From an optimization exercise on the open Yosys and OpenROAD flow, aimed at small area, a short achievable clock period and few clock cycles per item; shortcuts taken in it are not production practice.
No functional check of the RTL was part of this run.
Power and IR drop assume default switching activity.

**flow/flow/run.sh**
```bash
#!/bin/bash
# The standard layout (standard.sh), with port buffers of the given cell instead
# of the one buffer_ports picks by default.  make's output goes to standard.log;
# ORFS keeps each step's log under orfs/logs.
set -euo pipefail
export BUFFER_PORTS_ARGS="-buffer_cell sky130_fd_sc_hd__buf_2"
bash standard.sh > standard.log 2>&1
```
**flow/standard.sh**
```bash
#!/bin/bash
# synth_recipe.tcl (not shown) runs the flow's synth.tcl, then flattens the netlist and writes it again
# the make line also repeats each setting of config.mk as NAME=value (left out here)
make -C /OpenROAD-flow-scripts/flow DESIGN_CONFIG=/design/flow/config.mk WORK_HOME=/design/flow/orfs CLKGATE_MAP_FILE= SYNTH_SCRIPT=/design/flow/synth_recipe.tcl "${@:-finish}"
```
**flow/config.mk**
```make
export PLATFORM = sky130hd
export DESIGN_NAME = mac
export DESIGN_NICKNAME = mac
export VERILOG_FILES = /design/flow/design.v
export SDC_FILE = /design/flow/constraint.sdc
export NUM_CORES = 4
export LEC_CHECK = 0
export CAP_MARGIN = 20
export CORE_MARGIN = 2
export CORE_UTILIZATION = 40
export SLEW_MARGIN = 20
export SYNTH_HIERARCHICAL = 1
export SYNTH_MINIMUM_KEEP_SIZE = 0
```
**flow/constraint.sdc**
```tcl
create_clock -name core_clock -period 7.0 [get_ports {clk}]
set_input_delay 1.4000 -clock core_clock [delete_from_list [all_inputs] [get_ports {clk}]]
set_output_delay 1.4000 -clock core_clock [all_outputs]
set_load 0.01 [all_outputs]
```
**flow/design.v**
```verilog
`timescale 1ns / 1ps
`timescale 1ns / 1ps
module mac (
    input  wire        clk,
    input  wire        rst,
    input  wire [31:0] x,
    input  wire [31:0] y,
    input  wire        start,
    output wire [31:0] z,
    output wire        busy
  );
  wire pp1 = ~(x[0] & y[0]);
  wire pp2 = ~(x[0] & y[1]);
  wire pp3 = ~(x[0] & y[2]);
  wire pp4 = ~(x[0] & y[3]);
  wire pp5 = ~(x[0] & y[4]);
  wire pp6 = ~(x[0] & y[5]);
  wire pp7 = ~(x[0] & y[6]);
  wire pp8 = x[0] & y[7];
  wire pp9 = ~(x[1] & y[0]);
  wire pp10 = ~(x[1] & y[1]);
  wire pp11 = ~(x[1] & y[2]);
  wire pp12 = ~(x[1] & y[3]);
  wire pp13 = ~(x[1] & y[4]);
  wire pp14 = ~(x[1] & y[5]);
  wire pp15 = ~(x[1] & y[6]);
  wire pp16 = x[1] & y[7];
  wire pp17 = ~(x[2] & y[0]);
  wire pp18 = ~(x[2] & y[1]);
  wire pp19 = ~(x[2] & y[2]);
  wire pp20 = ~(x[2] & y[3]);
  wire pp21 = ~(x[2] & y[4]);
  wire pp22 = ~(x[2] & y[5]);
  wire pp23 = ~(x[2] & y[6]);
  wire pp24 = x[2] & y[7];
  wire pp25 = ~(x[3] & y[0]);
  wire pp26 = ~(x[3] & y[1]);
  wire pp27 = ~(x[3] & y[2]);
  wire pp28 = ~(x[3] & y[3]);
  wire pp29 = ~(x[3] & y[4]);
  wire pp30 = ~(x[3] & y[5]);
  wire pp31 = ~(x[3] & y[6]);
  wire pp32 = x[3] & y[7];
  wire pp33 = ~(x[4] & y[0]);
  wire pp34 = ~(x[4] & y[1]);
  wire pp35 = ~(x[4] & y[2]);
  wire pp36 = ~(x[4] & y[3]);
  wire pp37 = ~(x[4] & y[4]);
  wire pp38 = ~(x[4] & y[5]);
  wire pp39 = ~(x[4] & y[6]);
  wire pp40 = x[4] & y[7];
  wire pp41 = ~(x[5] & y[0]);
  wire pp42 = ~(x[5] & y[1]);
  wire pp43 = ~(x[5] & y[2]);
  wire pp44 = ~(x[5] & y[3]);
  wire pp45 = ~(x[5] & y[4]);
  wire pp46 = ~(x[5] & y[5]);
  wire pp47 = ~(x[5] & y[6]);
  wire pp48 = x[5] & y[7];
  wire pp49 = ~(x[6] & y[0]);
  wire pp50 = ~(x[6] & y[1]);
  wire pp51 = ~(x[6] & y[2]);
  wire pp52 = ~(x[6] & y[3]);
  wire pp53 = ~(x[6] & y[4]);
  wire pp54 = ~(x[6] & y[5]);
  wire pp55 = ~(x[6] & y[6]);
  wire pp56 = x[6] & y[7];
  wire pp57 = x[7] & y[0];
  wire pp58 = x[7] & y[1];
  wire pp59 = x[7] & y[2];
  wire pp60 = x[7] & y[3];
  wire pp61 = x[7] & y[4];
  wire pp62 = x[7] & y[5];
  wire pp63 = x[7] & y[6];
  wire pp64 = ~(x[7] & y[7]);
  wire pp65 = ~(x[8] & y[8]);
  wire pp66 = ~(x[8] & y[9]);
  wire pp67 = ~(x[8] & y[10]);
  wire pp68 = ~(x[8] & y[11]);
  wire pp69 = ~(x[8] & y[12]);
  wire pp70 = ~(x[8] & y[13]);
  wire pp71 = ~(x[8] & y[14]);
  wire pp72 = x[8] & y[15];
  wire pp73 = ~(x[9] & y[8]);
  wire pp74 = ~(x[9] & y[9]);
  wire pp75 = ~(x[9] & y[10]);
  wire pp76 = ~(x[9] & y[11]);
  wire pp77 = ~(x[9] & y[12]);
  wire pp78 = ~(x[9] & y[13]);
  wire pp79 = ~(x[9] & y[14]);
  wire pp80 = x[9] & y[15];
  wire pp81 = ~(x[10] & y[8]);
  wire pp82 = ~(x[10] & y[9]);
  wire pp83 = ~(x[10] & y[10]);
  wire pp84 = ~(x[10] & y[11]);
  wire pp85 = ~(x[10] & y[12]);
  wire pp86 = ~(x[10] & y[13]);
  wire pp87 = ~(x[10] & y[14]);
  wire pp88 = x[10] & y[15];
  wire pp89 = ~(x[11] & y[8]);
  wire pp90 = ~(x[11] & y[9]);
  wire pp91 = ~(x[11] & y[10]);
  wire pp92 = ~(x[11] & y[11]);
  wire pp93 = ~(x[11] & y[12]);
  wire pp94 = ~(x[11] & y[13]);
  wire pp95 = ~(x[11] & y[14]);
  wire pp96 = x[11] & y[15];
  wire pp97 = ~(x[12] & y[8]);
  wire pp98 = ~(x[12] & y[9]);
  wire pp99 = ~(x[12] & y[10]);
  wire pp100 = ~(x[12] & y[11]);
  wire pp101 = ~(x[12] & y[12]);
  wire pp102 = ~(x[12] & y[13]);
  wire pp103 = ~(x[12] & y[14]);
  wire pp104 = x[12] & y[15];
  wire pp105 = ~(x[13] & y[8]);
  wire pp106 = ~(x[13] & y[9]);
  wire pp107 = ~(x[13] & y[10]);
  wire pp108 = ~(x[13] & y[11]);
  wire pp109 = ~(x[13] & y[12]);
  wire pp110 = ~(x[13] & y[13]);
  wire pp111 = ~(x[13] & y[14]);
  wire pp112 = x[13] & y[15];
  wire pp113 = ~(x[14] & y[8]);
  wire pp114 = ~(x[14] & y[9]);
  wire pp115 = ~(x[14] & y[10]);
  wire pp116 = ~(x[14] & y[11]);
  wire pp117 = ~(x[14] & y[12]);
  wire pp118 = ~(x[14] & y[13]);
  wire pp119 = ~(x[14] & y[14]);
  wire pp120 = x[14] & y[15];
  wire pp121 = x[15] & y[8];
  wire pp122 = x[15] & y[9];
  wire pp123 = x[15] & y[10];
  wire pp124 = x[15] & y[11];
  wire pp125 = x[15] & y[12];
  wire pp126 = x[15] & y[13];
  wire pp127 = x[15] & y[14];
  wire pp128 = ~(x[15] & y[15]);
  wire pp129 = ~(x[16] & y[16]);
  wire pp130 = ~(x[16] & y[17]);
  wire pp131 = ~(x[16] & y[18]);
  wire pp132 = ~(x[16] & y[19]);
  wire pp133 = ~(x[16] & y[20]);
  wire pp134 = ~(x[16] & y[21]);
  wire pp135 = ~(x[16] & y[22]);
  wire pp136 = x[16] & y[23];
  wire pp137 = ~(x[17] & y[16]);
  wire pp138 = ~(x[17] & y[17]);
  wire pp139 = ~(x[17] & y[18]);
  wire pp140 = ~(x[17] & y[19]);
  wire pp141 = ~(x[17] & y[20]);
  wire pp142 = ~(x[17] & y[21]);
  wire pp143 = ~(x[17] & y[22]);
  wire pp144 = x[17] & y[23];
  wire pp145 = ~(x[18] & y[16]);
  wire pp146 = ~(x[18] & y[17]);
  wire pp147 = ~(x[18] & y[18]);
  wire pp148 = ~(x[18] & y[19]);
  wire pp149 = ~(x[18] & y[20]);
  wire pp150 = ~(x[18] & y[21]);
  wire pp151 = ~(x[18] & y[22]);
  wire pp152 = x[18] & y[23];
  wire pp153 = ~(x[19] & y[16]);
  wire pp154 = ~(x[19] & y[17]);
  wire pp155 = ~(x[19] & y[18]);
  wire pp156 = ~(x[19] & y[19]);
  wire pp157 = ~(x[19] & y[20]);
  wire pp158 = ~(x[19] & y[21]);
  wire pp159 = ~(x[19] & y[22]);
  wire pp160 = x[19] & y[23];
  wire pp161 = ~(x[20] & y[16]);
  wire pp162 = ~(x[20] & y[17]);
  wire pp163 = ~(x[20] & y[18]);
  wire pp164 = ~(x[20] & y[19]);
  wire pp165 = ~(x[20] & y[20]);
  wire pp166 = ~(x[20] & y[21]);
  wire pp167 = ~(x[20] & y[22]);
  wire pp168 = x[20] & y[23];
  wire pp169 = ~(x[21] & y[16]);
  wire pp170 = ~(x[21] & y[17]);
  wire pp171 = ~(x[21] & y[18]);
  wire pp172 = ~(x[21] & y[19]);
  wire pp173 = ~(x[21] & y[20]);
  wire pp174 = ~(x[21] & y[21]);
  wire pp175 = ~(x[21] & y[22]);
  wire pp176 = x[21] & y[23];
  wire pp177 = ~(x[22] & y[16]);
  wire pp178 = ~(x[22] & y[17]);
  wire pp179 = ~(x[22] & y[18]);
  wire pp180 = ~(x[22] & y[19]);
  wire pp181 = ~(x[22] & y[20]);
  wire pp182 = ~(x[22] & y[21]);
  wire pp183 = ~(x[22] & y[22]);
  wire pp184 = x[22] & y[23];
  wire pp185 = x[23] & y[16];
  wire pp186 = x[23] & y[17];
  wire pp187 = x[23] & y[18];
  wire pp188 = x[23] & y[19];
  wire pp189 = x[23] & y[20];
  wire pp190 = x[23] & y[21];
  wire pp191 = x[23] & y[22];
  wire pp192 = ~(x[23] & y[23]);
  wire pp193 = ~(x[24] & y[24]);
  wire pp194 = ~(x[24] & y[25]);
  wire pp195 = ~(x[24] & y[26]);
  wire pp196 = ~(x[24] & y[27]);
  wire pp197 = ~(x[24] & y[28]);
  wire pp198 = ~(x[24] & y[29]);
  wire pp199 = ~(x[24] & y[30]);
  wire pp200 = x[24] & y[31];
  wire pp201 = ~(x[25] & y[24]);
  wire pp202 = ~(x[25] & y[25]);
  wire pp203 = ~(x[25] & y[26]);
  wire pp204 = ~(x[25] & y[27]);
  wire pp205 = ~(x[25] & y[28]);
  wire pp206 = ~(x[25] & y[29]);
  wire pp207 = ~(x[25] & y[30]);
  wire pp208 = x[25] & y[31];
  wire pp209 = ~(x[26] & y[24]);
  wire pp210 = ~(x[26] & y[25]);
  wire pp211 = ~(x[26] & y[26]);
  wire pp212 = ~(x[26] & y[27]);
  wire pp213 = ~(x[26] & y[28]);
  wire pp214 = ~(x[26] & y[29]);
  wire pp215 = ~(x[26] & y[30]);
  wire pp216 = x[26] & y[31];
  wire pp217 = ~(x[27] & y[24]);
  wire pp218 = ~(x[27] & y[25]);
  wire pp219 = ~(x[27] & y[26]);
  wire pp220 = ~(x[27] & y[27]);
  wire pp221 = ~(x[27] & y[28]);
  wire pp222 = ~(x[27] & y[29]);
  wire pp223 = ~(x[27] & y[30]);
  wire pp224 = x[27] & y[31];
  wire pp225 = ~(x[28] & y[24]);
  wire pp226 = ~(x[28] & y[25]);
  wire pp227 = ~(x[28] & y[26]);
  wire pp228 = ~(x[28] & y[27]);
  wire pp229 = ~(x[28] & y[28]);
  wire pp230 = ~(x[28] & y[29]);
  wire pp231 = ~(x[28] & y[30]);
  wire pp232 = x[28] & y[31];
  wire pp233 = ~(x[29] & y[24]);
  wire pp234 = ~(x[29] & y[25]);
  wire pp235 = ~(x[29] & y[26]);
  wire pp236 = ~(x[29] & y[27]);
  wire pp237 = ~(x[29] & y[28]);
  wire pp238 = ~(x[29] & y[29]);
  wire pp239 = ~(x[29] & y[30]);
  wire pp240 = x[29] & y[31];
  wire pp241 = ~(x[30] & y[24]);
  wire pp242 = ~(x[30] & y[25]);
  wire pp243 = ~(x[30] & y[26]);
  wire pp244 = ~(x[30] & y[27]);
  wire pp245 = ~(x[30] & y[28]);
  wire pp246 = ~(x[30] & y[29]);
  wire pp247 = ~(x[30] & y[30]);
  wire pp248 = x[30] & y[31];
  wire pp249 = x[31] & y[24];
  wire pp250 = x[31] & y[25];
  wire pp251 = x[31] & y[26];
  wire pp252 = x[31] & y[27];
  wire pp253 = x[31] & y[28];
  wire pp254 = x[31] & y[29];
  wire pp255 = x[31] & y[30];
  wire pp256 = ~(x[31] & y[31]);
  wire s257, c257;
  mac_fa u257 (.a(pp1), .b(pp65), .ci(pp129), .s(s257), .co(c257));
  wire s258, c258;
  mac_fa u258 (.a(pp2), .b(pp9), .ci(pp66), .s(s258), .co(c258));
  wire s259, c259;
  mac_fa u259 (.a(pp73), .b(pp130), .ci(pp137), .s(s259), .co(c259));
  wire s260, c260;
  mac_fa u260 (.a(pp194), .b(pp201), .ci(c257), .s(s260), .co(c260));
  wire s261, c261;
  mac_fa u261 (.a(s258), .b(s259), .ci(s260), .s(s261), .co(c261));
  wire s262, c262;
  mac_fa u262 (.a(pp3), .b(pp10), .ci(pp17), .s(s262), .co(c262));
  wire s263, c263;
  mac_fa u263 (.a(pp67), .b(pp74), .ci(pp81), .s(s263), .co(c263));
  wire s264, c264;
  mac_fa u264 (.a(pp131), .b(pp138), .ci(pp145), .s(s264), .co(c264));
  wire s265, c265;
  mac_fa u265 (.a(pp195), .b(pp202), .ci(pp209), .s(s265), .co(c265));
  wire s266, c266;
  mac_fa u266 (.a(c258), .b(c259), .ci(s262), .s(s266), .co(c266));
  wire s267, c267;
  mac_fa u267 (.a(s263), .b(s264), .ci(s265), .s(s267), .co(c267));
  wire s268, c268;
  mac_fa u268 (.a(c260), .b(s266), .ci(s267), .s(s268), .co(c268));
  wire s269, c269;
  mac_fa u269 (.a(pp4), .b(pp11), .ci(pp18), .s(s269), .co(c269));
  wire s270, c270;
  mac_fa u270 (.a(pp25), .b(pp68), .ci(pp75), .s(s270), .co(c270));
  wire s271, c271;
  mac_fa u271 (.a(pp82), .b(pp89), .ci(pp132), .s(s271), .co(c271));
  wire s272, c272;
  mac_fa u272 (.a(pp139), .b(pp146), .ci(pp153), .s(s272), .co(c272));
  wire s273, c273;
  mac_fa u273 (.a(pp196), .b(pp203), .ci(pp210), .s(s273), .co(c273));
  wire s274, c274;
  mac_fa u274 (.a(pp217), .b(c262), .ci(c263), .s(s274), .co(c274));
  wire s275, c275;
  mac_fa u275 (.a(c264), .b(c265), .ci(s269), .s(s275), .co(c275));
  wire s276, c276;
  mac_fa u276 (.a(s270), .b(s271), .ci(s272), .s(s276), .co(c276));
  wire s277, c277;
  mac_fa u277 (.a(s273), .b(c266), .ci(c267), .s(s277), .co(c277));
  wire s278, c278;
  mac_fa u278 (.a(s274), .b(s275), .ci(s276), .s(s278), .co(c278));
  wire s279, c279;
  mac_fa u279 (.a(c268), .b(s277), .ci(s278), .s(s279), .co(c279));
  wire s280, c280;
  mac_fa u280 (.a(pp5), .b(pp12), .ci(pp19), .s(s280), .co(c280));
  wire s281, c281;
  mac_fa u281 (.a(pp26), .b(pp33), .ci(pp69), .s(s281), .co(c281));
  wire s282, c282;
  mac_fa u282 (.a(pp76), .b(pp83), .ci(pp90), .s(s282), .co(c282));
  wire s283, c283;
  mac_fa u283 (.a(pp97), .b(pp133), .ci(pp140), .s(s283), .co(c283));
  wire s284, c284;
  mac_fa u284 (.a(pp147), .b(pp154), .ci(pp161), .s(s284), .co(c284));
  wire s285, c285;
  mac_fa u285 (.a(pp197), .b(pp204), .ci(pp211), .s(s285), .co(c285));
  wire s286, c286;
  mac_fa u286 (.a(pp218), .b(pp225), .ci(c269), .s(s286), .co(c286));
  wire s287, c287;
  mac_fa u287 (.a(c270), .b(c271), .ci(c272), .s(s287), .co(c287));
  wire s288, c288;
  mac_fa u288 (.a(c273), .b(s280), .ci(s281), .s(s288), .co(c288));
  wire s289, c289;
  mac_fa u289 (.a(s282), .b(s283), .ci(s284), .s(s289), .co(c289));
  wire s290, c290;
  mac_fa u290 (.a(s285), .b(c274), .ci(c275), .s(s290), .co(c290));
  wire s291, c291;
  mac_fa u291 (.a(c276), .b(s286), .ci(s287), .s(s291), .co(c291));
  wire s292, c292;
  mac_fa u292 (.a(s288), .b(s289), .ci(c277), .s(s292), .co(c292));
  wire s293, c293;
  mac_fa u293 (.a(c278), .b(s290), .ci(s291), .s(s293), .co(c293));
  wire s294, c294;
  mac_fa u294 (.a(c279), .b(s292), .ci(s293), .s(s294), .co(c294));
  wire s295, c295;
  mac_fa u295 (.a(pp6), .b(pp13), .ci(pp20), .s(s295), .co(c295));
  wire s296, c296;
  mac_fa u296 (.a(pp27), .b(pp34), .ci(pp41), .s(s296), .co(c296));
  wire s297, c297;
  mac_fa u297 (.a(pp70), .b(pp77), .ci(pp84), .s(s297), .co(c297));
  wire s298, c298;
  mac_fa u298 (.a(pp91), .b(pp98), .ci(pp105), .s(s298), .co(c298));
  wire s299, c299;
  mac_fa u299 (.a(pp134), .b(pp141), .ci(pp148), .s(s299), .co(c299));
  wire s300, c300;
  mac_fa u300 (.a(pp155), .b(pp162), .ci(pp169), .s(s300), .co(c300));
  wire s301, c301;
  mac_fa u301 (.a(pp198), .b(pp205), .ci(pp212), .s(s301), .co(c301));
  wire s302, c302;
  mac_fa u302 (.a(pp219), .b(pp226), .ci(pp233), .s(s302), .co(c302));
  wire s303, c303;
  mac_fa u303 (.a(c280), .b(c281), .ci(c282), .s(s303), .co(c303));
  wire s304, c304;
  mac_fa u304 (.a(c283), .b(c284), .ci(c285), .s(s304), .co(c304));
  wire s305, c305;
  mac_fa u305 (.a(s295), .b(s296), .ci(s297), .s(s305), .co(c305));
  wire s306, c306;
  mac_fa u306 (.a(s298), .b(s299), .ci(s300), .s(s306), .co(c306));
  wire s307, c307;
  mac_fa u307 (.a(s301), .b(s302), .ci(c286), .s(s307), .co(c307));
  wire s308, c308;
  mac_fa u308 (.a(c287), .b(c288), .ci(c289), .s(s308), .co(c308));
  wire s309, c309;
  mac_fa u309 (.a(s303), .b(s304), .ci(s305), .s(s309), .co(c309));
  wire s310, c310;
  mac_fa u310 (.a(s306), .b(c290), .ci(c291), .s(s310), .co(c310));
  wire s311, c311;
  mac_fa u311 (.a(s307), .b(s308), .ci(s309), .s(s311), .co(c311));
  wire s312, c312;
  mac_fa u312 (.a(c292), .b(c293), .ci(s310), .s(s312), .co(c312));
  wire s313, c313;
  mac_fa u313 (.a(s311), .b(c294), .ci(s312), .s(s313), .co(c313));
  wire s314, c314;
  mac_fa u314 (.a(pp7), .b(pp14), .ci(pp21), .s(s314), .co(c314));
  wire s315, c315;
  mac_fa u315 (.a(pp28), .b(pp35), .ci(pp42), .s(s315), .co(c315));
  wire s316, c316;
  mac_fa u316 (.a(pp49), .b(pp71), .ci(pp78), .s(s316), .co(c316));
  wire s317, c317;
  mac_fa u317 (.a(pp85), .b(pp92), .ci(pp99), .s(s317), .co(c317));
  wire s318, c318;
  mac_fa u318 (.a(pp106), .b(pp113), .ci(pp135), .s(s318), .co(c318));
  wire s319, c319;
  mac_fa u319 (.a(pp142), .b(pp149), .ci(pp156), .s(s319), .co(c319));
  wire s320, c320;
  mac_fa u320 (.a(pp163), .b(pp170), .ci(pp177), .s(s320), .co(c320));
  wire s321, c321;
  mac_fa u321 (.a(pp199), .b(pp206), .ci(pp213), .s(s321), .co(c321));
  wire s322, c322;
  mac_fa u322 (.a(pp220), .b(pp227), .ci(pp234), .s(s322), .co(c322));
  wire s323, c323;
  mac_fa u323 (.a(pp241), .b(c295), .ci(c296), .s(s323), .co(c323));
  wire s324, c324;
  mac_fa u324 (.a(c297), .b(c298), .ci(c299), .s(s324), .co(c324));
  wire s325, c325;
  mac_fa u325 (.a(c300), .b(c301), .ci(c302), .s(s325), .co(c325));
  wire s326, c326;
  mac_fa u326 (.a(s314), .b(s315), .ci(s316), .s(s326), .co(c326));
  wire s327, c327;
  mac_fa u327 (.a(s317), .b(s318), .ci(s319), .s(s327), .co(c327));
  wire s328, c328;
  mac_fa u328 (.a(s320), .b(s321), .ci(s322), .s(s328), .co(c328));
  wire s329, c329;
  mac_fa u329 (.a(c303), .b(c304), .ci(c305), .s(s329), .co(c329));
  wire s330, c330;
  mac_fa u330 (.a(c306), .b(s323), .ci(s324), .s(s330), .co(c330));
  wire s331, c331;
  mac_fa u331 (.a(s325), .b(s326), .ci(s327), .s(s331), .co(c331));
  wire s332, c332;
  mac_fa u332 (.a(s328), .b(c307), .ci(c308), .s(s332), .co(c332));
  wire s333, c333;
  mac_fa u333 (.a(c309), .b(s329), .ci(s330), .s(s333), .co(c333));
  wire s334, c334;
  mac_fa u334 (.a(s331), .b(c310), .ci(c311), .s(s334), .co(c334));
  wire s335, c335;
  mac_fa u335 (.a(s332), .b(s333), .ci(c312), .s(s335), .co(c335));
  wire s336, c336;
  mac_fa u336 (.a(pp8), .b(pp15), .ci(pp22), .s(s336), .co(c336));
  wire s337, c337;
  mac_fa u337 (.a(pp29), .b(pp36), .ci(pp43), .s(s337), .co(c337));
  wire s338, c338;
  mac_fa u338 (.a(pp50), .b(pp57), .ci(pp72), .s(s338), .co(c338));
  wire s339, c339;
  mac_fa u339 (.a(pp79), .b(pp86), .ci(pp93), .s(s339), .co(c339));
  wire s340, c340;
  mac_fa u340 (.a(pp100), .b(pp107), .ci(pp114), .s(s340), .co(c340));
  wire s341, c341;
  mac_fa u341 (.a(pp121), .b(pp136), .ci(pp143), .s(s341), .co(c341));
  wire s342, c342;
  mac_fa u342 (.a(pp150), .b(pp157), .ci(pp164), .s(s342), .co(c342));
  wire s343, c343;
  mac_fa u343 (.a(pp171), .b(pp178), .ci(pp185), .s(s343), .co(c343));
  wire s344, c344;
  mac_fa u344 (.a(pp200), .b(pp207), .ci(pp214), .s(s344), .co(c344));
  wire s345, c345;
  mac_fa u345 (.a(pp221), .b(pp228), .ci(pp235), .s(s345), .co(c345));
  wire s346, c346;
  mac_fa u346 (.a(pp242), .b(pp249), .ci(c314), .s(s346), .co(c346));
  wire s347, c347;
  mac_fa u347 (.a(c315), .b(c316), .ci(c317), .s(s347), .co(c347));
  wire s348, c348;
  mac_fa u348 (.a(c318), .b(c319), .ci(c320), .s(s348), .co(c348));
  wire s349, c349;
  mac_fa u349 (.a(c321), .b(c322), .ci(s336), .s(s349), .co(c349));
  wire s350, c350;
  mac_fa u350 (.a(s337), .b(s338), .ci(s339), .s(s350), .co(c350));
  wire s351, c351;
  mac_fa u351 (.a(s340), .b(s341), .ci(s342), .s(s351), .co(c351));
  wire s352, c352;
  mac_fa u352 (.a(s343), .b(s344), .ci(s345), .s(s352), .co(c352));
  wire s353, c353;
  mac_fa u353 (.a(c323), .b(c324), .ci(c325), .s(s353), .co(c353));
  wire s354, c354;
  mac_fa u354 (.a(c326), .b(c327), .ci(c328), .s(s354), .co(c354));
  wire s355, c355;
  mac_fa u355 (.a(s346), .b(s347), .ci(s348), .s(s355), .co(c355));
  wire s356, c356;
  mac_fa u356 (.a(s349), .b(s350), .ci(s351), .s(s356), .co(c356));
  wire s357, c357;
  mac_fa u357 (.a(s352), .b(c329), .ci(c330), .s(s357), .co(c357));
  wire s358, c358;
  mac_fa u358 (.a(c331), .b(s353), .ci(s354), .s(s358), .co(c358));
  wire s359, c359;
  mac_fa u359 (.a(s355), .b(s356), .ci(c332), .s(s359), .co(c359));
  wire s360, c360;
  mac_fa u360 (.a(c333), .b(s357), .ci(s358), .s(s360), .co(c360));
  wire s361, c361;
  mac_fa u361 (.a(c334), .b(s359), .ci(s360), .s(s361), .co(c361));
  wire s362, c362;
  mac_fa u362 (.a(pp16), .b(pp23), .ci(pp30), .s(s362), .co(c362));
  wire s363, c363;
  mac_fa u363 (.a(pp37), .b(pp44), .ci(pp51), .s(s363), .co(c363));
  wire s364, c364;
  mac_fa u364 (.a(pp58), .b(pp80), .ci(pp87), .s(s364), .co(c364));
  wire s365, c365;
  mac_fa u365 (.a(pp94), .b(pp101), .ci(pp108), .s(s365), .co(c365));
  wire s366, c366;
  mac_fa u366 (.a(pp115), .b(pp122), .ci(pp144), .s(s366), .co(c366));
  wire s367, c367;
  mac_fa u367 (.a(pp151), .b(pp158), .ci(pp165), .s(s367), .co(c367));
  wire s368, c368;
  mac_fa u368 (.a(pp172), .b(pp179), .ci(pp186), .s(s368), .co(c368));
  wire s369, c369;
  mac_fa u369 (.a(pp208), .b(pp215), .ci(pp222), .s(s369), .co(c369));
  wire s370, c370;
  mac_fa u370 (.a(pp229), .b(pp236), .ci(pp243), .s(s370), .co(c370));
  wire s371, c371;
  mac_fa u371 (.a(pp250), .b(c336), .ci(c337), .s(s371), .co(c371));
  wire s372, c372;
  mac_fa u372 (.a(c338), .b(c339), .ci(c340), .s(s372), .co(c372));
  wire s373, c373;
  mac_fa u373 (.a(c341), .b(c342), .ci(c343), .s(s373), .co(c373));
  wire s374, c374;
  mac_fa u374 (.a(c344), .b(c345), .ci(s362), .s(s374), .co(c374));
  wire s375, c375;
  mac_fa u375 (.a(s363), .b(s364), .ci(s365), .s(s375), .co(c375));
  wire s376, c376;
  mac_fa u376 (.a(s366), .b(s367), .ci(s368), .s(s376), .co(c376));
  wire s377, c377;
  mac_fa u377 (.a(s369), .b(s370), .ci(c346), .s(s377), .co(c377));
  wire s378, c378;
  mac_fa u378 (.a(c347), .b(c348), .ci(c349), .s(s378), .co(c378));
  wire s379, c379;
  mac_fa u379 (.a(c350), .b(c351), .ci(c352), .s(s379), .co(c379));
  wire s380, c380;
  mac_fa u380 (.a(s371), .b(s372), .ci(s373), .s(s380), .co(c380));
  wire s381, c381;
  mac_fa u381 (.a(s374), .b(s375), .ci(s376), .s(s381), .co(c381));
  wire s382, c382;
  mac_fa u382 (.a(c353), .b(c354), .ci(c355), .s(s382), .co(c382));
  wire s383, c383;
  mac_fa u383 (.a(c356), .b(s377), .ci(s378), .s(s383), .co(c383));
  wire s384, c384;
  mac_fa u384 (.a(s379), .b(s380), .ci(s381), .s(s384), .co(c384));
  wire s385, c385;
  mac_fa u385 (.a(c357), .b(c358), .ci(s382), .s(s385), .co(c385));
  wire s386, c386;
  mac_fa u386 (.a(s383), .b(s384), .ci(c359), .s(s386), .co(c386));
  wire s387, c387;
  mac_fa u387 (.a(pp24), .b(pp31), .ci(pp38), .s(s387), .co(c387));
  wire s388, c388;
  mac_fa u388 (.a(pp45), .b(pp52), .ci(pp59), .s(s388), .co(c388));
  wire s389, c389;
  mac_fa u389 (.a(pp88), .b(pp95), .ci(pp102), .s(s389), .co(c389));
  wire s390, c390;
  mac_fa u390 (.a(pp109), .b(pp116), .ci(pp123), .s(s390), .co(c390));
  wire s391, c391;
  mac_fa u391 (.a(pp152), .b(pp159), .ci(pp166), .s(s391), .co(c391));
  wire s392, c392;
  mac_fa u392 (.a(pp173), .b(pp180), .ci(pp187), .s(s392), .co(c392));
  wire s393, c393;
  mac_fa u393 (.a(pp216), .b(pp223), .ci(pp230), .s(s393), .co(c393));
  wire s394, c394;
  mac_fa u394 (.a(pp237), .b(pp244), .ci(pp251), .s(s394), .co(c394));
  wire s395, c395;
  mac_fa u395 (.a(c362), .b(c363), .ci(c364), .s(s395), .co(c395));
  wire s396, c396;
  mac_fa u396 (.a(c365), .b(c366), .ci(c367), .s(s396), .co(c396));
  wire s397, c397;
  mac_fa u397 (.a(c368), .b(c369), .ci(c370), .s(s397), .co(c397));
  wire s398, c398;
  mac_fa u398 (.a(s387), .b(s388), .ci(s389), .s(s398), .co(c398));
  wire s399, c399;
  mac_fa u399 (.a(s390), .b(s391), .ci(s392), .s(s399), .co(c399));
  wire s400, c400;
  mac_fa u400 (.a(s393), .b(s394), .ci(c371), .s(s400), .co(c400));
  wire s401, c401;
  mac_fa u401 (.a(c372), .b(c373), .ci(c374), .s(s401), .co(c401));
  wire s402, c402;
  mac_fa u402 (.a(c375), .b(c376), .ci(s395), .s(s402), .co(c402));
  wire s403, c403;
  mac_fa u403 (.a(s396), .b(s397), .ci(s398), .s(s403), .co(c403));
  wire s404, c404;
  mac_fa u404 (.a(s399), .b(c377), .ci(c378), .s(s404), .co(c404));
  wire s405, c405;
  mac_fa u405 (.a(c379), .b(c380), .ci(c381), .s(s405), .co(c405));
  wire s406, c406;
  mac_fa u406 (.a(s400), .b(s401), .ci(s402), .s(s406), .co(c406));
  wire s407, c407;
  mac_fa u407 (.a(s403), .b(c382), .ci(c383), .s(s407), .co(c407));
  wire s408, c408;
  mac_fa u408 (.a(c384), .b(s404), .ci(s405), .s(s408), .co(c408));
  wire s409, c409;
  mac_fa u409 (.a(s406), .b(c385), .ci(s407), .s(s409), .co(c409));
  wire s410, c410;
  mac_fa u410 (.a(pp32), .b(pp39), .ci(pp46), .s(s410), .co(c410));
  wire s411, c411;
  mac_fa u411 (.a(pp53), .b(pp60), .ci(pp96), .s(s411), .co(c411));
  wire s412, c412;
  mac_fa u412 (.a(pp103), .b(pp110), .ci(pp117), .s(s412), .co(c412));
  wire s413, c413;
  mac_fa u413 (.a(pp124), .b(pp160), .ci(pp167), .s(s413), .co(c413));
  wire s414, c414;
  mac_fa u414 (.a(pp174), .b(pp181), .ci(pp188), .s(s414), .co(c414));
  wire s415, c415;
  mac_fa u415 (.a(pp224), .b(pp231), .ci(pp238), .s(s415), .co(c415));
  wire s416, c416;
  mac_fa u416 (.a(pp245), .b(pp252), .ci(c387), .s(s416), .co(c416));
  wire s417, c417;
  mac_fa u417 (.a(c388), .b(c389), .ci(c390), .s(s417), .co(c417));
  wire s418, c418;
  mac_fa u418 (.a(c391), .b(c392), .ci(c393), .s(s418), .co(c418));
  wire s419, c419;
  mac_fa u419 (.a(c394), .b(s410), .ci(s411), .s(s419), .co(c419));
  wire s420, c420;
  mac_fa u420 (.a(s412), .b(s413), .ci(s414), .s(s420), .co(c420));
  wire s421, c421;
  mac_fa u421 (.a(s415), .b(c395), .ci(c396), .s(s421), .co(c421));
  wire s422, c422;
  mac_fa u422 (.a(c397), .b(c398), .ci(c399), .s(s422), .co(c422));
  wire s423, c423;
  mac_fa u423 (.a(s416), .b(s417), .ci(s418), .s(s423), .co(c423));
  wire s424, c424;
  mac_fa u424 (.a(s419), .b(s420), .ci(c400), .s(s424), .co(c424));
  wire s425, c425;
  mac_fa u425 (.a(c401), .b(c402), .ci(c403), .s(s425), .co(c425));
  wire s426, c426;
  mac_fa u426 (.a(s421), .b(s422), .ci(s423), .s(s426), .co(c426));
  wire s427, c427;
  mac_fa u427 (.a(c404), .b(c405), .ci(c406), .s(s427), .co(c427));
  wire s428, c428;
  mac_fa u428 (.a(s424), .b(s425), .ci(s426), .s(s428), .co(c428));
  wire s429, c429;
  mac_fa u429 (.a(c407), .b(c408), .ci(s427), .s(s429), .co(c429));
  wire s430, c430;
  mac_fa u430 (.a(pp40), .b(pp47), .ci(pp54), .s(s430), .co(c430));
  wire s431, c431;
  mac_fa u431 (.a(pp61), .b(pp104), .ci(pp111), .s(s431), .co(c431));
  wire s432, c432;
  mac_fa u432 (.a(pp118), .b(pp125), .ci(pp168), .s(s432), .co(c432));
  wire s433, c433;
  mac_fa u433 (.a(pp175), .b(pp182), .ci(pp189), .s(s433), .co(c433));
  wire s434, c434;
  mac_fa u434 (.a(pp232), .b(pp239), .ci(pp246), .s(s434), .co(c434));
  wire s435, c435;
  mac_fa u435 (.a(pp253), .b(c410), .ci(c411), .s(s435), .co(c435));
  wire s436, c436;
  mac_fa u436 (.a(c412), .b(c413), .ci(c414), .s(s436), .co(c436));
  wire s437, c437;
  mac_fa u437 (.a(c415), .b(s430), .ci(s431), .s(s437), .co(c437));
  wire s438, c438;
  mac_fa u438 (.a(s432), .b(s433), .ci(s434), .s(s438), .co(c438));
  wire s439, c439;
  mac_fa u439 (.a(c416), .b(c417), .ci(c418), .s(s439), .co(c439));
  wire s440, c440;
  mac_fa u440 (.a(c419), .b(c420), .ci(s435), .s(s440), .co(c440));
  wire s441, c441;
  mac_fa u441 (.a(s436), .b(s437), .ci(s438), .s(s441), .co(c441));
  wire s442, c442;
  mac_fa u442 (.a(c421), .b(c422), .ci(c423), .s(s442), .co(c442));
  wire s443, c443;
  mac_fa u443 (.a(s439), .b(s440), .ci(s441), .s(s443), .co(c443));
  wire s444, c444;
  mac_fa u444 (.a(c424), .b(c425), .ci(c426), .s(s444), .co(c444));
  wire s445, c445;
  mac_fa u445 (.a(s442), .b(s443), .ci(c427), .s(s445), .co(c445));
  wire s446, c446;
  mac_fa u446 (.a(pp48), .b(pp55), .ci(pp62), .s(s446), .co(c446));
  wire s447, c447;
  mac_fa u447 (.a(pp112), .b(pp119), .ci(pp126), .s(s447), .co(c447));
  wire s448, c448;
  mac_fa u448 (.a(pp176), .b(pp183), .ci(pp190), .s(s448), .co(c448));
  wire s449, c449;
  mac_fa u449 (.a(pp240), .b(pp247), .ci(pp254), .s(s449), .co(c449));
  wire s450, c450;
  mac_fa u450 (.a(c430), .b(c431), .ci(c432), .s(s450), .co(c450));
  wire s451, c451;
  mac_fa u451 (.a(c433), .b(c434), .ci(s446), .s(s451), .co(c451));
  wire s452, c452;
  mac_fa u452 (.a(s447), .b(s448), .ci(s449), .s(s452), .co(c452));
  wire s453, c453;
  mac_fa u453 (.a(c435), .b(c436), .ci(c437), .s(s453), .co(c453));
  wire s454, c454;
  mac_fa u454 (.a(c438), .b(s450), .ci(s451), .s(s454), .co(c454));
  wire s455, c455;
  mac_fa u455 (.a(s452), .b(c439), .ci(c440), .s(s455), .co(c455));
  wire s456, c456;
  mac_fa u456 (.a(c441), .b(s453), .ci(s454), .s(s456), .co(c456));
  wire s457, c457;
  mac_fa u457 (.a(c442), .b(c443), .ci(s455), .s(s457), .co(c457));
  wire s458, c458;
  mac_fa u458 (.a(s456), .b(c444), .ci(s457), .s(s458), .co(c458));
  wire s459, c459;
  mac_fa u459 (.a(pp56), .b(pp63), .ci(pp120), .s(s459), .co(c459));
  wire s460, c460;
  mac_fa u460 (.a(pp127), .b(pp184), .ci(pp191), .s(s460), .co(c460));
  wire s461, c461;
  mac_fa u461 (.a(pp248), .b(pp255), .ci(c446), .s(s461), .co(c461));
  wire s462, c462;
  mac_fa u462 (.a(c447), .b(c448), .ci(c449), .s(s462), .co(c462));
  wire s463, c463;
  mac_fa u463 (.a(s459), .b(s460), .ci(c450), .s(s463), .co(c463));
  wire s464, c464;
  mac_fa u464 (.a(c451), .b(c452), .ci(s461), .s(s464), .co(c464));
  wire s465, c465;
  mac_fa u465 (.a(s462), .b(c453), .ci(c454), .s(s465), .co(c465));
  wire s466, c466;
  mac_fa u466 (.a(s463), .b(s464), .ci(c455), .s(s466), .co(c466));
  wire s467, c467;
  mac_fa u467 (.a(c456), .b(s465), .ci(c457), .s(s467), .co(c467));
  wire s468, c468;
  mac_fa u468 (.a(pp64), .b(pp128), .ci(pp192), .s(s468), .co(c468));
  wire s469, c469;
  mac_fa u469 (.a(pp256), .b(c459), .ci(c460), .s(s469), .co(c469));
  wire s470, c470;
  mac_fa u470 (.a(s468), .b(c461), .ci(c462), .s(s470), .co(c470));
  wire s471, c471;
  mac_fa u471 (.a(s469), .b(c463), .ci(c464), .s(s471), .co(c471));
  wire s472, c472;
  mac_fa u472 (.a(s470), .b(c465), .ci(s471), .s(s472), .co(c472));
  wire s473, c473;
  mac_fa u473 (.a(c468), .b(c469), .ci(c470), .s(s473), .co(c473));
  wire s474, c474;
  mac_fa u474 (.a(c471), .b(s473), .ci(c472), .s(s474), .co(c474));
  reg  [37:0] r;
  always @(posedge clk)
  begin
    if (start)
      r <= {c474, c473, s474, c467, s472, c466, s467, c458, s466, s458, c445, s445, c429, s444, c428, s429, c409, s428, s409, c386, s408, s386, c361, s385, c360, s361, c335, s335, c313, s334, s313, s294, s279, s268, c261, s261, s257, pp193};
  end
  wire s630 = ~(r[0] ^ r[1]);
  wire c631 = r[0] | r[1];
  wire s632 = ~(r[2] ^ c631);
  wire c633 = r[2] | c631;
  wire s634, c634;
  mac_fa u634 (.a(r[3]), .b(r[4]), .ci(c633), .s(s634), .co(c634));
  wire s635 = ~r[5];
  wire s636 = ~(r[6] ^ r[5]);
  wire c637 = r[6] | r[5];
  wire s638 = ~(r[7] ^ c637);
  wire c639 = r[7] | c637;
  wire s640, c640;
  mac_fa u640 (.a(r[8]), .b(r[9]), .ci(r[10]), .s(s640), .co(c640));
  wire s641 = ~(c639 ^ s640);
  wire c642 = c639 | s640;
  wire s643 = ~(r[11] ^ r[12]);
  wire c644 = r[11] | r[12];
  wire s645 = s643 ^ c640;
  wire c646 = s643 & c640;
  wire s647, c647;
  mac_fa u647 (.a(r[13]), .b(r[14]), .ci(r[15]), .s(s647), .co(c647));
  wire s648 = ~(r[16] ^ c644);
  wire c649 = r[16] | c644;
  wire s650 = s647 ^ s648;
  wire c651 = s647 & s648;
  wire s652, c652;
  mac_fa u652 (.a(r[17]), .b(r[18]), .ci(r[19]), .s(s652), .co(c652));
  wire s653 = ~(c649 ^ c647);
  wire c654 = c649 | c647;
  wire s655 = s652 ^ c651;
  wire c656 = s652 & c651;
  wire s657, c657;
  mac_fa u657 (.a(r[20]), .b(r[21]), .ci(r[22]), .s(s657), .co(c657));
  wire s658, c658;
  mac_fa u658 (.a(c652), .b(s657), .ci(c654), .s(s658), .co(c658));
  wire s659, c659;
  mac_fa u659 (.a(r[23]), .b(r[24]), .ci(r[25]), .s(s659), .co(c659));
  wire s660, c660;
  mac_fa u660 (.a(r[26]), .b(c657), .ci(s659), .s(s660), .co(c660));
  wire s661, c661;
  mac_fa u661 (.a(r[27]), .b(r[28]), .ci(c659), .s(s661), .co(c661));
  wire s662, c662;
  mac_fa u662 (.a(r[29]), .b(r[30]), .ci(r[31]), .s(s662), .co(c662));
  wire s663, c663;
  mac_fa u663 (.a(r[32]), .b(r[33]), .ci(r[34]), .s(s663), .co(c663));
  wire g0 = s630 & 1'b0;
  wire p0 = s630 ^ 1'b0;
  wire g1 = s632 & 1'b0;
  wire p1 = s632 ^ 1'b0;
  wire g2 = s634 & 1'b0;
  wire p2 = s634 ^ 1'b0;
  wire g3 = s635 & c634;
  wire p3 = s635 ^ c634;
  wire g4 = s636 & 1'b0;
  wire p4 = s636 ^ 1'b0;
  wire g5 = s638 & 1'b0;
  wire p5 = s638 ^ 1'b0;
  wire g6 = s641 & 1'b0;
  wire p6 = s641 ^ 1'b0;
  wire g7 = c642 & s645;
  wire p7 = c642 ^ s645;
  wire g8 = c646 & s650;
  wire p8 = c646 ^ s650;
  wire g9 = s653 & s655;
  wire p9 = s653 ^ s655;
  wire g10 = c656 & s658;
  wire p10 = c656 ^ s658;
  wire g11 = s660 & c658;
  wire p11 = s660 ^ c658;
  wire g12 = c660 & s661;
  wire p12 = c660 ^ s661;
  wire g13 = s662 & c661;
  wire p13 = s662 ^ c661;
  wire g14 = c662 & s663;
  wire p14 = c662 ^ s663;
  wire g15 = r[35] & c663;
  wire p15 = r[35] ^ c663;
  wire g16 = r[36] & r[37];
  wire p16 = r[36] ^ r[37];
  wire G1_1 = g1 | (p1 & g0);
  wire P1_1 = p1 & p0;
  wire G1_3 = g3 | (p3 & g2);
  wire P1_3 = p3 & p2;
  wire G1_5 = g5 | (p5 & g4);
  wire P1_5 = p5 & p4;
  wire G1_7 = g7 | (p7 & g6);
  wire P1_7 = p7 & p6;
  wire G1_9 = g9 | (p9 & g8);
  wire P1_9 = p9 & p8;
  wire G1_11 = g11 | (p11 & g10);
  wire P1_11 = p11 & p10;
  wire G1_13 = g13 | (p13 & g12);
  wire P1_13 = p13 & p12;
  wire G1_15 = g15 | (p15 & g14);
  wire P1_15 = p15 & p14;
  wire G2_2 = g2 | (p2 & G1_1);
  wire P2_2 = p2 & P1_1;
  wire G2_3 = G1_3 | (P1_3 & G1_1);
  wire P2_3 = P1_3 & P1_1;
  wire G2_6 = g6 | (p6 & G1_5);
  wire P2_6 = p6 & P1_5;
  wire G2_7 = G1_7 | (P1_7 & G1_5);
  wire P2_7 = P1_7 & P1_5;
  wire G2_10 = g10 | (p10 & G1_9);
  wire P2_10 = p10 & P1_9;
  wire G2_11 = G1_11 | (P1_11 & G1_9);
  wire P2_11 = P1_11 & P1_9;
  wire G2_14 = g14 | (p14 & G1_13);
  wire P2_14 = p14 & P1_13;
  wire G2_15 = G1_15 | (P1_15 & G1_13);
  wire P2_15 = P1_15 & P1_13;
  wire G4_4 = g4 | (p4 & G2_3);
  wire P4_4 = p4 & P2_3;
  wire G4_5 = G1_5 | (P1_5 & G2_3);
  wire P4_5 = P1_5 & P2_3;
  wire G4_6 = G2_6 | (P2_6 & G2_3);
  wire P4_6 = P2_6 & P2_3;
  wire G4_7 = G2_7 | (P2_7 & G2_3);
  wire P4_7 = P2_7 & P2_3;
  wire G4_12 = g12 | (p12 & G2_11);
  wire P4_12 = p12 & P2_11;
  wire G4_13 = G1_13 | (P1_13 & G2_11);
  wire P4_13 = P1_13 & P2_11;
  wire G4_14 = G2_14 | (P2_14 & G2_11);
  wire P4_14 = P2_14 & P2_11;
  wire G4_15 = G2_15 | (P2_15 & G2_11);
  wire P4_15 = P2_15 & P2_11;
  wire G8_8 = g8 | (p8 & G4_7);
  wire P8_8 = p8 & P4_7;
  wire G8_9 = G1_9 | (P1_9 & G4_7);
  wire P8_9 = P1_9 & P4_7;
  wire G8_10 = G2_10 | (P2_10 & G4_7);
  wire P8_10 = P2_10 & P4_7;
  wire G8_11 = G2_11 | (P2_11 & G4_7);
  wire P8_11 = P2_11 & P4_7;
  wire G8_12 = G4_12 | (P4_12 & G4_7);
  wire P8_12 = P4_12 & P4_7;
  wire G8_13 = G4_13 | (P4_13 & G4_7);
  wire P8_13 = P4_13 & P4_7;
  wire G8_14 = G4_14 | (P4_14 & G4_7);
  wire P8_14 = P4_14 & P4_7;
  wire G8_15 = G4_15 | (P4_15 & G4_7);
  wire P8_15 = P4_15 & P4_7;
  wire [2:0] sgn;
  mac_sgn1 usgn0 (.g(g16), .p(p16), .c(G8_15), .s(sgn[0]));
  mac_sgn1 usgn1 (.g(g16), .p(p16), .c(G8_15), .s(sgn[1]));
  mac_sgn1 usgn2 (.g(g16), .p(p16), .c(G8_15), .s(sgn[2]));
  assign z    = {sgn[2], sgn[2], sgn[2], sgn[2], sgn[2], sgn[1], sgn[1], sgn[1], sgn[1], sgn[1], sgn[0], sgn[0], sgn[0], sgn[0], sgn[0],
                 ~(p16 ^ G8_15), ~(p15 ^ G8_14), ~(p14 ^ G8_13), ~(p13 ^ G8_12), ~(p12 ^ G8_11), ~(p11 ^ G8_10), ~(p10 ^ G8_9), ~(p9 ^ G8_8), ~(p8 ^ G4_7), ~(p7 ^ G4_6), ~(p6 ^ G4_5), ~(p5 ^ G4_4), ~(p4 ^ G2_3), ~(p3 ^ G2_2), ~(p2 ^ G1_1), ~(p1 ^ g0), ~p0};
  assign busy = 1'b0;
endmodule
module mac_fa (
    input  wire a,
    input  wire b,
    input  wire ci,
    output wire s,
    output wire co
  );
  assign s  = a ^ b ^ ci;
  assign co = (a & b) | (a & ci) | (b & ci);
endmodule
module mac_sgn (
    input  wire t,
    input  wire g,
    input  wire p,
    input  wire c,
    output wire s
  );
  assign s = ~(t ^ (g | (p & c)));
endmodule
module mac_sgn0 (
    input  wire g,
    input  wire p,
    input  wire c,
    output wire s
  );
  assign s = ~(g | (p & c));
endmodule
module mac_sgn1 (
    input  wire g,
    input  wire p,
    input  wire c,
    output wire s
  );
  assign s = g | (p & c);
endmodule
```
==> impl_results.md <==
- Sequential share of the synthesized area: 0.146
- I/O Pins: 100
- Peak VDD IR: 0.237 mV
- Initial antenna violation count: 0
- Placed cell count: 991
- Post-Synthesis Cells: 667
- Delay of the slowest critical-path stage: 0.43 ns
- Power density over the cells: 504 mW/mm2
- Synth cell types: 37
- Pre-Repair DR Iteration Count: 4
- Die Span X: 144 um
- Fmax: 202 MHz
- NumNets Final: between 1000 and 1500
- Post-layout util: 0.444
- Largest net degree at the start of global routing: 39
- Core area: 0.0193 mm2
- Max FFs per register: 38
- Area Growth Syn to Fin: 9.64%
- Postcts setup bufs: 0
- CP Capture Type: output port
- Mean Syn Cell Area: 11.7 um2
- Total vias in the final route: 5092
- Post-DP HPWL: 17600 um
- Grt ovf: 0
- Hold Violations, Final: 0
- Hold WS: 1.46 ns
- Yosys reg bits: 38
- Status: timing/DRC/antenna clean
- Antenna Nets Post-Route: 0
- # diodes: 0
- First-pass GRT wire length: about 32000 um
- Post-Syn Area: just under 0.008 mm2
- Required @ worst endpoint: 5.60 ns
- Final Max Slew Viols: 0
- Pre-CTS worst setup slack: 2.02 ns
- Starting Density: 0.405
- Placer congestion estimate: 0.894
- CP Data Arrival Time: 3.55 ns
- Layout cell share with drive strength beyond 1: 0.149
- CP top delay family: adder cells
- Post-synth net total: 987
- Post-CTS sizing: 0
- Bufs and invs on worst path: 3
- Max cap viols: 0
- Post-Layout Cell Count: around 1000
- Drt drc: 0
- Clock buffer count from CTS: 5
- Clk sinks: 38
- Vias in the first global route: 5781
- Post-route cell area: 0.00858 mm2
- Final worst path period need: 4.95 ns
- Critical path class: flip-flop to output port
- H-tree levels: 2
- Total power: 4.32 mW
- Die area: 0.0207 mm2
- Syn. warnings: 7
- Drt via density: 5.11
- Slowest cell on crit path: fa_1
- Setup violations, final: 0
- Biggest regs: r: 38 flops
- Total global-route track usage: 0.211
- Rel. slew slack: 0.407
- Longest Clk Path Bufs: 2
- RSZ-0062 raised after global routing: false
- Placement-stage cell area: 0.00845 mm2
- Initial drt markers: 284
- Setup crit start kind: flip-flop
- Synth top area cells: fa_1 59%, edfxtp_1 15%, nand2_1 9.8%
- Die height: about 140 um
- CTS clk-pin slew, worst paths: 0.06 ns
- Static leakage: 3.35 nW
- Worst hold path class: primary input to flip-flop
- Crit-path max FO: 5
- Hold-fix buffers, CTS: 0
- CTS tree: done
- Synth area leader: fa_1
- Synth top area share: 0.588
- Final wirelength: between 15000 and 20000 um
- Cell Chain, Critical Path: fa_1, inv_1, ha_1, inv_1, fa_1, ha_1, and4_1, a21oi_1, a21boi_1, a21oi_1, o21bai_1, a21o_1, buf_2
- PortBufs: 97
- Final worst-path setup slack: a little over 2 ns
- Core Rows: 51
- Largest register by flop count: r
- Root Driver: clkbuf_16
- DR WL/cell: 19.9 um
- Tcrit/Tclk final: 0.707
- Setup TNS Final: 0 ns
- Worst Tran Pin Value: 0.890 ns
[Yosys cell counts (all sizes together)]
cell type  instances
a21boi             1
a21o               5
a21oi              5
a31oi              1
and2              56
and3               2
and4               1
buf               13
clkbuf            25
conb               1
edfxtp            38
fa               230
ha                23
inv               26
mux2i              1
nand2            205
nand3              2
nand3b             1
nand4              1
nand4b             1
nor2               3
nor3               7
nor3b              1
nor4b              1
o211a              1
o21a               1
o21ai              3
o21bai             1
o311ai             1
o31ai              1
or3                1
xnor2              4
xor2               4
[cells in the final DEF, fill, tap and decap left out, types with 2 or more instances in the layout]
cell type  synthesis  routed
a21o_1             4       4
a21oi_1            4       4
and2_1            56      56
buf_2              0      97
clkbuf_16          0       5
edfxtp_1          38      38
fa_1             230     230
ha_1              23      23
inv_1             26      26
nand2_1          205     205
nand3_1            2       2
nor2_1             3       3
nor3_1             5       5
nor3_2             2       2
o21ai_0            3       3
xnor2_1            4       4
xor2_1             4       4
[per-module statistics from Yosys, one instance, submodules excluded]
module | cells inside | copies in the design | area (um2) | flops+latches
mac_sgn1 | 1 | 3 | 7.51 | 0
mac | 435 | 1 | 3220 | 38
mac_fa | 1 | 229 | 20.0 | 0
[cell families after synthesis]
logic type / synth area share
xor gates and xnor gates: 0.00895
other: 0.000479
AOI/OAI and AO/OA: 0.0185
buffers and inverters: 0.0369
adders and majority gates: 0.625
DFF: 0.146
and+or+nand+nor: 0.163
muxes: 0.00128
[metal layers]
layer,track usage,up-vias,part of all wire,wire (um)
li1,-,2178,-,-
met4,0.0583,0,0.020,388
met2,0.341,173,0.48,9430
met3,0.0470,26,0.071,1410
met1,0.288,2715,0.43,8620
met5,0,-,0,0
[area by class of cell]
cell class	instances	area (um2)
sequential	38	1140
multi-input combinational	565	6400
inverter	26	97.6
fill	1806	10800
clock inverter	1	3.75
clock buffer	5	125
tap	265	332
timing repair buffer	97	485
[final timing paths]
path | startpoint | endpoint | depth (start not counted)
worst min-delay path | x[24] | r[0] | 2
worst max-delay path | r[13] | z[28] | 13
[where the power goes]
part	total (mW)	internal (mW)	switching [mW]
Combinational	3.54	1.57	1.98
Clock	0.208	0.126	0.0813
Sequential	0.569	0.521	0.0483

-- what the ideal ports hide --
The flow's constraints put no driver on any port. The routed layout listed below was extracted and timed again, unchanged, in two steps. Step 1 (the two cells are an assumption about what drives the block):
set clk [get_ports {clk}]
set_driving_cell -lib_cell sky130_fd_sc_hd__clkbuf_16 $clk
set_driving_cell -lib_cell sky130_fd_sc_hd__buf_2 [delete_from_list [all_inputs] $clk]
Step 2 times the ports against the registers' clock, not the clock port: input delays grow and output delays shrink by t, the midpoint of the rising clock arrivals with the driver on. Slacks: ideal / step 1 / step 2; pairs: ideal / step 1.
t, ns: 0.328
setup slack, ns: 2.054 / 2.005 / 1.992
hold slack, ns: 1.458 / 1.430 / 1.757
worst slew at a driven data input, ns: 0.06
pins driven straight from the clock port: 1
After both steps this run still meets setup and hold. The setup slack of this run moves by -0.049 ns with the drivers and by -0.062 ns with both steps.
